Background: an optimization exercise with open tools, aiming at small area and a short achievable clock period. Do not read the settings as production practice.
In this exercise RTL edits were held to simulation tests only and were not proved equivalent to the original.
Power figures rest on the tool's default switching activity, not on a simulated workload.

harbor:
// mul16
module mul16(
    input clk,
    input logic[15:0] a,
    input logic[15:0] b,
    output logic[31:0] r
);
    wire pp0_0;
    wire pp0_1;
    wire pp0_2;
    wire pp0_3;
    wire pp0_4;
    wire pp0_5;
    wire pp0_6;
    wire pp0_7;
    wire pp0_8;
    wire pp0_9;
    wire pp0_10;
    wire pp0_11;
    wire pp0_12;
    wire pp0_13;
    wire pp0_14;
    wire pp0_15;
    wire pp1_0;
    wire pp1_1;
    wire pp1_2;
    wire pp1_3;
    wire pp1_4;
    wire pp1_5;
    wire pp1_6;
    wire pp1_7;
    wire pp1_8;
    wire pp1_9;
    wire pp1_10;
    wire pp1_11;
    wire pp1_12;
    wire pp1_13;
    wire pp1_14;
    wire pp1_15;
    wire pp2_0;
    wire pp2_1;
    wire pp2_2;
    wire pp2_3;
    wire pp2_4;
    wire pp2_5;
    wire pp2_6;
    wire pp2_7;
    wire pp2_8;
    wire pp2_9;
    wire pp2_10;
    wire pp2_11;
    wire pp2_12;
    wire pp2_13;
    wire pp2_14;
    wire pp2_15;
    wire pp3_0;
    wire pp3_1;
    wire pp3_2;
    wire pp3_3;
    wire pp3_4;
    wire pp3_5;
    wire pp3_6;
    wire pp3_7;
    wire pp3_8;
    wire pp3_9;
    wire pp3_10;
    wire pp3_11;
    wire pp3_12;
    wire pp3_13;
    wire pp3_14;
    wire pp3_15;
    wire pp4_0;
    wire pp4_1;
    wire pp4_2;
    wire pp4_3;
    wire pp4_4;
    wire pp4_5;
    wire pp4_6;
    wire pp4_7;
    wire pp4_8;
    wire pp4_9;
    wire pp4_10;
    wire pp4_11;
    wire pp4_12;
    wire pp4_13;
    wire pp4_14;
    wire pp4_15;
    wire pp5_0;
    wire pp5_1;
    wire pp5_2;
    wire pp5_3;
    wire pp5_4;
    wire pp5_5;
    wire pp5_6;
    wire pp5_7;
    wire pp5_8;
    wire pp5_9;
    wire pp5_10;
    wire pp5_11;
    wire pp5_12;
    wire pp5_13;
    wire pp5_14;
    wire pp5_15;
    wire pp6_0;
    wire pp6_1;
    wire pp6_2;
    wire pp6_3;
    wire pp6_4;
    wire pp6_5;
    wire pp6_6;
    wire pp6_7;
    wire pp6_8;
    wire pp6_9;
    wire pp6_10;
    wire pp6_11;
    wire pp6_12;
    wire pp6_13;
    wire pp6_14;
    wire pp6_15;
  ...
Size in the first run: ~8800 um2 of cells after synthesis.
clock: 5.5 ns
lec_check: 0
cap_margin: 20
core_margin: 2
core_utilization: 40
cts_buf_list: sky130_fd_sc_hd__clkbuf_8
cts_cluster_size: 12
setup_slack_margin: 2.5
slew_margin: 20
synth_hierarchical: 1
synth_minimum_keep_size: 0
standard.sh (not shown) runs the stock make flow with config.mk's settings and CLKGATE_MAP_FILE= SYNTH_SCRIPT=/design/flow/synth_recipe.tcl, a recipe that flattens the netlist after the stock synthesis.
==> flow/flow/run.sh <==
#!/bin/bash
set -uo pipefail
here=$(pwd)
export BUFFER_PORTS_ARGS="-buffer_cell sky130_fd_sc_hd__buf_4"
export PRE_RESIZE_TCL="$here/flow/outbuf.tcl"
bash standard.sh > standard.log 2>&1
==> flow/flow/outbuf.tcl <==
# Sourced by ORFS's resize.tcl before repair_design: the buffer that buffer_ports put on
# each output port becomes a sky130_fd_sc_hd__buf_1.
set n 0
foreach port [get_ports -filter "direction==output"] {
  set net [get_nets [get_full_name $port]]
  foreach pin [get_pins -of_objects $net -filter "direction==output"] {
    set inst [get_cells -of_objects $pin]
    if {[get_property $inst ref_name] eq "sky130_fd_sc_hd__buf_4"} {
      replace_cell $inst sky130_fd_sc_hd__buf_1
      incr n
    }
  }
}
puts "outbuf.tcl: $n output buffers made buf_1"
The following lists how indigo was set up differently from harbor:
- SETUP_SLACK_MARGIN now 2.0, was 2.5
- CORE_UTILIZATION now 35, was 40
- CTS_CLUSTER_SIZE now 30, was 12
- CTS_BUF_LIST now sky130_fd_sc_hd__clkbuf_16, was sky130_fd_sc_hd__clkbuf_8
## What came out
- Looking at number of rows in the core area, indigo sits 3 higher than harbor does.
- indigo vs. harbor: share of total power consumed by net switching picked up an extra 0.28 points; final area lost 12%; global routing usage on met2 lost 4.0 points.
- For core outline area, dividing the value from indigo by the value from harbor gives 1.13.
- [indigo vs harbor] total chip power: lower in indigo
- Between harbor and indigo, the difference in number of standard cells in the layout, taps in and fillers out is negligible.
- When indigo is set beside harbor, its final worst-path setup slack turns out to be 0.14 ns smaller.
- Lower non-clock buffer count among harbor and indigo: indigo
Setup changes, indigo to onyx
- swapping 2.0 for 2.25 in SETUP_SLACK_MARGIN
- swapping sky130_fd_sc_hd__clkbuf_16 for sky130_fd_sc_hd__clkbuf_8 in CTS_BUF_LIST
- swapping 30 for 12 in CTS_CLUSTER_SIZE
- swapping 35 for 40 in CORE_UTILIZATION
## What came out
Static leakage essentially unchanged between onyx and indigo. In onyx, shortest clock period the worst path allows after layout is lower than in indigo. Diff indigo -> onyx: portion of the clock cycle consumed by the worst path in the final layout saw a decrease, total overflow reported by the global router shows no meaningful change, number of non-filler instances in the completed layout fell 3.8%. The combinational group share of total power of onyx is higher than that of indigo. Status: final wirelength parity (onyx, indigo). Diff indigo -> onyx | final area | increase of 99 um2. The area taken by multi-input logic gates in onyx sits 3.5% above the value recorded for indigo.
#### Input delta (lagoon over onyx)
- SETUP_SLACK_MARGIN now 2.0, was 2.25
## What came out
- Changes observed in lagoon relative to onyx: combinational power now smaller, logic depth of the worst setup path including buffers shows an increase of 3, fmax decreased 3.0%, final cell count without fillers now sits at about the same level.
- The worst setup path startpoint comes out a[2] in one run and q[36] in the other, namely in onyx and lagoon respectively.
- Diff onyx -> lagoon: clock skew decreased by 0.0051 ns relative to the old numbers, actual transition at the worst max-transition pin went down by 0.050 ns, total of cells resized after clock tree synthesis has decreased.

---

Another version of the RTL of mul16 (not shown whole).
Size in the first run: about 0.0088 mm2 of cells after synthesis.
Design mul16, start of the top module:
module mul16(
    input clk,
    input logic[15:0] a,
    input logic[15:0] b,
    output logic[31:0] r
);
    wire pp0_0;
    wire pp0_1;
    wire pp0_2;
    wire pp0_3;
    wire pp0_4;
    wire pp0_5;
    wire pp0_6;
    wire pp0_7;
    wire pp0_8;
    wire pp0_9;
    wire pp0_10;
    wire pp0_11;
    wire pp0_12;
    wire pp0_13;
    wire pp0_14;
    wire pp0_15;
    wire pp1_0;
    wire pp1_1;
    wire pp1_2;
    wire pp1_3;
    wire pp1_4;
    wire pp1_5;
    wire pp1_6;
    wire pp1_7;
    wire pp1_8;
    wire pp1_9;
    wire pp1_10;
    wire pp1_11;
    wire pp1_12;
    wire pp1_13;
    wire pp1_14;
    wire pp1_15;
    wire pp2_0;
    wire pp2_1;
    wire pp2_2;
    wire pp2_3;
    wire pp2_4;
    wire pp2_5;
    wire pp2_6;
    wire pp2_7;
    wire pp2_8;
    wire pp2_9;
    wire pp2_10;
    wire pp2_11;
    wire pp2_12;
    wire pp2_13;
    wire pp2_14;
    wire pp2_15;
    wire pp3_0;
    wire pp3_1;
    wire pp3_2;
    wire pp3_3;
    wire pp3_4;
    wire pp3_5;
    wire pp3_6;
  ...
==> flow/config.mk <==
export PLATFORM = sky130hd
export DESIGN_NAME = mul16
export DESIGN_NICKNAME = mul16
export VERILOG_FILES = /design/flow/design.v
export SDC_FILE = /design/flow/constraint.sdc
export NUM_CORES = 4
export LEC_CHECK = 0
export CAP_MARGIN = 20
export CORE_MARGIN = 2
export CORE_UTILIZATION = 35
export CTS_BUF_LIST = sky130_fd_sc_hd__clkbuf_8
export CTS_CLUSTER_SIZE = 12
export PLACE_DENSITY = 0.5
export SETUP_SLACK_MARGIN = 2.0
export SLEW_MARGIN = 20
export SYNTH_HIERARCHICAL = 1
export SYNTH_MINIMUM_KEEP_SIZE = 0
==> flow/constraint.sdc <==
create_clock -name core_clock -period 5.5 [get_ports {clk}]
set_input_delay 1.1000 -clock core_clock [delete_from_list [all_inputs] [get_ports {clk}]]
set_output_delay 1.1000 -clock core_clock [all_outputs]
set_load 0.01 [all_outputs]
Scripts as last shown in full above: flow/flow/run.sh, flow/flow/outbuf.tcl
The baseline went through all stages and came out clean.
Rerun with:
- CORE_UTILIZATION: 35 -> 30
- PLACE_DENSITY: 0.5 -> unset
Result: Cell area grows by 0.92%; clock power increases by 13%; combinational power stays flat; via count is higher by 1.4%; first-iteration DRC count went up by 52%; area after synthesis does not change.

---

mul16, a different RTL version from the one above (not shown whole).
Size in the first run: about 800 cells after synthesis.
==> flow/config.mk <==
export PLATFORM = sky130hd
export DESIGN_NAME = mul16
export DESIGN_NICKNAME = mul16
export VERILOG_FILES = /design/flow/design.v
export SDC_FILE = /design/flow/constraint.sdc
export NUM_CORES = 4
export LEC_CHECK = 0
export CAP_MARGIN = 20
export CORE_MARGIN = 2
export CORE_UTILIZATION = 40
export SETUP_SLACK_MARGIN = 2.0
export SLEW_MARGIN = 20
export SYNTH_HIERARCHICAL = 1
export SYNTH_MINIMUM_KEEP_SIZE = 0
==> flow/constraint.sdc <==
create_clock -name core_clock -period 5.5 [get_ports {clk}]
set_input_delay 1.1000 -clock core_clock [delete_from_list [all_inputs] [get_ports {clk}]]
set_output_delay 1.1000 -clock core_clock [all_outputs]
set_load 0.01 [all_outputs]
==> flow/flow/run.sh <==
#!/bin/bash
# The standard layout (the standard.sh, standard synthesis unchanged), except that
# the port buffers are sky130_fd_sc_hd__buf_2 cells instead of the resizer's default pick
# (a clkdlybuf4s50_1 delay cell). Every input and output port still gets its buffer.
set -uo pipefail
export BUFFER_PORTS_ARGS="-buffer_cell sky130_fd_sc_hd__buf_2"
bash standard.sh > standard.log 2>&1
The starting point finished clean.
Change:
Settings changed: CORE_UTILIZATION 40 to 75, CTS_BUF_LIST set to sky130_fd_sc_hd__clkbuf_8, CTS_CLUSTER_SIZE set to 12.
Outcome: The new run finished with timing, DRC and antenna clean; die area came out lower by well over a third; clock skew shrinks by 0.0045 ns; wire length hardly moves; power is higher slightly; via count increases by a few percent; first-iteration DRC count came out higher by a quarter to a third; global-route usage goes up by 16 points.
Change:
Settings changed: CORE_UTILIZATION 75 to 40, CTS_CLUSTER_SIZE 12 to 8.
Effect: The changed run passed the timing, design-rule and antenna checks; via count goes down by a few percent; power goes down by a few percent; worst setup slack improves by 0.23 ns; hold slack hardly moves; critical path depth goes down by 7; wire length goes down slightly; clock skew goes up by 0.0081 ns; non-clock buffer count goes down by 2; count of clock-buffer cells in the layout goes down by 1; sequential cell count stays the same.
Change:
==> flow/run.sh (new file) <==
#!/bin/bash
# synth_recipe.tcl (not shown) runs the flow's synth.tcl, then flattens the netlist and writes it again
# the make line also repeats each setting of config.mk as NAME=value (left out here)
make -C /OpenROAD-flow-scripts/flow DESIGN_CONFIG=/design/flow/config.mk WORK_HOME=/design/flow/orfs CLKGATE_MAP_FILE= SYNTH_SCRIPT=/design/flow/synth_recipe.tcl finish
Settings changed: CTS_BUF_LIST sky130_fd_sc_hd__clkbuf_8 to unset, CTS_CLUSTER_SIZE 8 to unset.
removed: flow/flow/run.sh
removed: flow/standard.sh
Effect: Clock-buffer cell count is unchanged; global-route usage grows by 0.28 points; design area grows by about 5.5%; routed wire length grows by 4.0%; sequential cell count is unchanged; power grows by 8.2%; synthesized area is unchanged.
Change:
==> flow/flow/run.sh (new file) <==
#!/bin/bash
# The standard layout (the standard.sh, standard synthesis unchanged), except that
# the port buffers are sky130_fd_sc_hd__buf_2 cells instead of the resizer's default pick
# (a clkdlybuf4s50_1 delay cell). Every input and output port still gets its buffer.
set -uo pipefail
export BUFFER_PORTS_ARGS="-buffer_cell sky130_fd_sc_hd__buf_2"
bash standard.sh > standard.log 2>&1
==> flow/standard.sh (new file) <==
#!/bin/bash
# synth_recipe.tcl (not shown) runs the flow's synth.tcl, then flattens the netlist and writes it again
# the make line also repeats each setting of config.mk as NAME=value (left out here)
make -C /OpenROAD-flow-scripts/flow DESIGN_CONFIG=/design/flow/config.mk WORK_HOME=/design/flow/orfs CLKGATE_MAP_FILE= SYNTH_SCRIPT=/design/flow/synth_recipe.tcl "${@:-finish}"
Settings changed: CTS_BUF_LIST set to sky130_fd_sc_hd__clkbuf_8, CTS_CLUSTER_SIZE set to 12, SETUP_SLACK_MARGIN 2.0 to 1.5.
removed: flow/run.sh
=>
- maximum frequency goes down by 7.7%
- core utilization goes down by 2.6 points
- final area goes down by 5.6%
- sequential cell count does not change
- non-clock buffer count goes down by 14
- first-iteration DRC count goes up by 23%
- global-route usage goes down by 0.43 points
- worst hold slack barely changes
- worst setup slack degrades by 0.29 ns
- register-to-register slack degrades by 0.38 ns
- via count goes down by 2.8%

---

== run A ==
RTL: one of the versions met above, not the one the previous note started from.
Size in the first run: roughly 65 I/O pins, about 0.0088 sq mm of cells after synthesis.
==> flow/design.v (excerpt) <==
module mul16(
    input clk,
    input logic[15:0] a,
    input logic[15:0] b,
    output logic[31:0] r
);
==> flow/config.mk <==
export PLATFORM = sky130hd
export DESIGN_NAME = mul16
export DESIGN_NICKNAME = mul16
export VERILOG_FILES = /design/flow/design.v
export SDC_FILE = /design/flow/constraint.sdc
export NUM_CORES = 4
export LEC_CHECK = 0
export CAP_MARGIN = 20
export CORE_MARGIN = 2
export CORE_UTILIZATION = 35
export CTS_BUF_LIST = sky130_fd_sc_hd__clkbuf_8
export CTS_CLUSTER_SIZE = 12
export SETUP_SLACK_MARGIN = 2.0
export SLEW_MARGIN = 20
export SYNTH_HIERARCHICAL = 1
export SYNTH_MINIMUM_KEEP_SIZE = 0
==> flow/constraint.sdc <==
create_clock -name core_clock -period 5.5 [get_ports {clk}]
set_input_delay 1.1000 -clock core_clock [delete_from_list [all_inputs] [get_ports {clk}]]
set_output_delay 1.1000 -clock core_clock [all_outputs]
set_load 0.01 [all_outputs]
==> flow/flow/run.sh <==
#!/bin/bash
set -uo pipefail
here=$(pwd)
export BUFFER_PORTS_ARGS="-buffer_cell sky130_fd_sc_hd__buf_4"
export PRE_RESIZE_TCL="$here/flow/outbuf.tcl"
bash standard.sh > standard.log 2>&1
Scripts as last shown in full above: flow/flow/outbuf.tcl
The flow did not stop early for run A: all stages ran, and the layout cleared the timing, design-rule and antenna checks.
Relative to run A, the following input files were edited for run B:
# run A
export LEC_CHECK = 0
export CAP_MARGIN = 20
export CORE_MARGIN = 2
export CORE_UTILIZATION = 35
export CTS_BUF_LIST = sky130_fd_sc_hd__clkbuf_8
export CTS_CLUSTER_SIZE = 12
export SETUP_SLACK_MARGIN = 2.0
export SLEW_MARGIN = 20
export SYNTH_HIERARCHICAL = 1
export SYNTH_MINIMUM_KEEP_SIZE = 0
create_clock -name core_clock -period 5.5 [get_ports {clk}]
# run B
export LEC_CHECK = 0
export CAP_MARGIN = 20
export CORE_MARGIN = 2
export CORE_UTILIZATION = 35
export CTS_BUF_LIST = sky130_fd_sc_hd__clkbuf_4 sky130_fd_sc_hd__clkbuf_8
export CTS_CLUSTER_SIZE = 8
export SETUP_SLACK_MARGIN = 2.0
export SLEW_MARGIN = 20
export SYNTH_HIERARCHICAL = 1
export SYNTH_MINIMUM_KEEP_SIZE = 0
create_clock -name core_clock -period 5.5 [get_ports {clk}]
### Flow results
Diff run A..run B | worst-margin pin slew | unchanged
Re core footprint: no difference whatsoever between run A and run B.
As far as share of layout cells above drive strength 1 is concerned, run B and run A perform about the same.
From run B to run A, number of antenna violations at the first check in global routing did not move at all.
As far as area of all placed cells without fillers goes, run B and run A are indistinguishable; the numbers are identical.
Diff run A..run B | switching power as a share of total power | unchanged
Run A: done, clean on timing, DRC and antenna
Run B closes out successfully: all stages finished, all timing, DRC and antenna checks passed.
Total leakage power: run B vs run A identical
From run A to run B the numbers moved as follows: synthesized cell count comparable; routed via count stayed essentially flat; met2 track demand over resource in global routing neither gained nor lost much.
Input changes introduced in run C (baseline for comparison: run B):
# run B
export LEC_CHECK = 0
export CAP_MARGIN = 20
export CORE_MARGIN = 2
export CORE_UTILIZATION = 35
export CTS_BUF_LIST = sky130_fd_sc_hd__clkbuf_4 sky130_fd_sc_hd__clkbuf_8
export CTS_CLUSTER_SIZE = 8
export SETUP_SLACK_MARGIN = 2.0
export SLEW_MARGIN = 20
export SYNTH_HIERARCHICAL = 1
export SYNTH_MINIMUM_KEEP_SIZE = 0
create_clock -name core_clock -period 5.5 [get_ports {clk}]
# run C
export LEC_CHECK = 0
export CAP_MARGIN = 20
export CORE_MARGIN = 2
export CORE_UTILIZATION = 45
export CTS_BUF_LIST = sky130_fd_sc_hd__clkbuf_8
export CTS_CLUSTER_SIZE = 12
export SETUP_SLACK_MARGIN = 2.0
export SLEW_MARGIN = 20
export SYNTH_HIERARCHICAL = 1
export SYNTH_MINIMUM_KEEP_SIZE = 0
create_clock -name core_clock -period 5.5 [get_ports {clk}]
==> comparison <==
Run C: no failed stages, no open violations at the end. Run C: wire length is about 1.3% lower than what run B reported. Against run B as the reference, run C delivers a higher final critical path time including I/O delays and setup. Run C has less setup slack than run B. Taking run B as the reference, in run C total vias in the final route went up by 24, slew at the pin closest to its max-slew limit went up by 0.066 ns, post-route DRC violation count was more or less identical. Run C vs. run B: fraction of power spent switching nets fell 0.18 points, final critical-path share of the clock period rose 0.29 points, number of rows created at floorplan fell 11%. Looking at clock share of power across run B and run C, the one that comes out higher is run B.

afterwards: timing with drivers on the ports:
No port has a modelled driver above. Below, the same layouts with a new extraction and two added sets of constraints. Step 1 (the two cells are an assumption about what drives the block):
set clk [get_ports {clk}]
set_driving_cell -lib_cell sky130_fd_sc_hd__clkbuf_16 $clk
set_driving_cell -lib_cell sky130_fd_sc_hd__buf_2 [delete_from_list [all_inputs] $clk]
Step 2 moves the port delays by t, midway between the first and last clock arrival at a register: inputs arrive t later, outputs are due t later. That takes back most of the time a late clock gives input paths. a / b / c = ideal / step 1 / step 2; a / b = the first two.
run	shift t [ns]	slack for setup (ns)	clock arrival spread, ns	worst slew at a driven data input, ns	pins driven straight from the clock port
harbor	0.427	2.344 / 2.256 / 1.829	0.021 / 0.021	0.17	1
indigo	0.397	2.204 / 2.224 / 1.827	0.010 / 0.010	0.04	1
onyx	0.429	2.298 / 2.300 / 1.871	0.016 / 0.016	0.04	1
lagoon	0.429	2.198 / 2.198 / 1.821	0.013 / 0.013	0.04	1
the first run of note 2	0.425	2.219 / 2.233 / 1.808	0.017 / 0.016	0.05	1
the second run of note 2	0.426	2.217 / 2.216 / 1.790	0.018 / 0.019	0.04	1
the first run of note 3	0.407	2.147 / 2.147 / 1.740	0.010 / 0.010	0.06	1
the second run of note 3	0.423	1.950 / 1.950 / 1.778	0.006 / 0.005	0.06	1
the third run of note 3	0.434	2.185 / 2.168 / 1.734	0.019 / 0.019	0.07	1
the fourth run of note 3	0.403	2.033 / 2.052 / 1.649	0.014 / 0.013	0.05	1
the fifth run of note 3	0.439	1.744 / 1.744 / 1.744	0.015 / 0.014	0.05	1
run A	0.426	2.242 / 2.252 / 1.826	0.017 / 0.016	0.04	1
run B	0.426	2.242 / 2.252 / 1.826	0.017 / 0.016	0.04	1
run C	0.415	2.226 / 2.229 / 1.814	0.011 / 0.011	0.04	1
After both steps setup and hold are still met in every run listed. For harbor, which loses most, drivers alone change the setup slack by -0.088 ns; drivers and shift together by -0.515 ns.
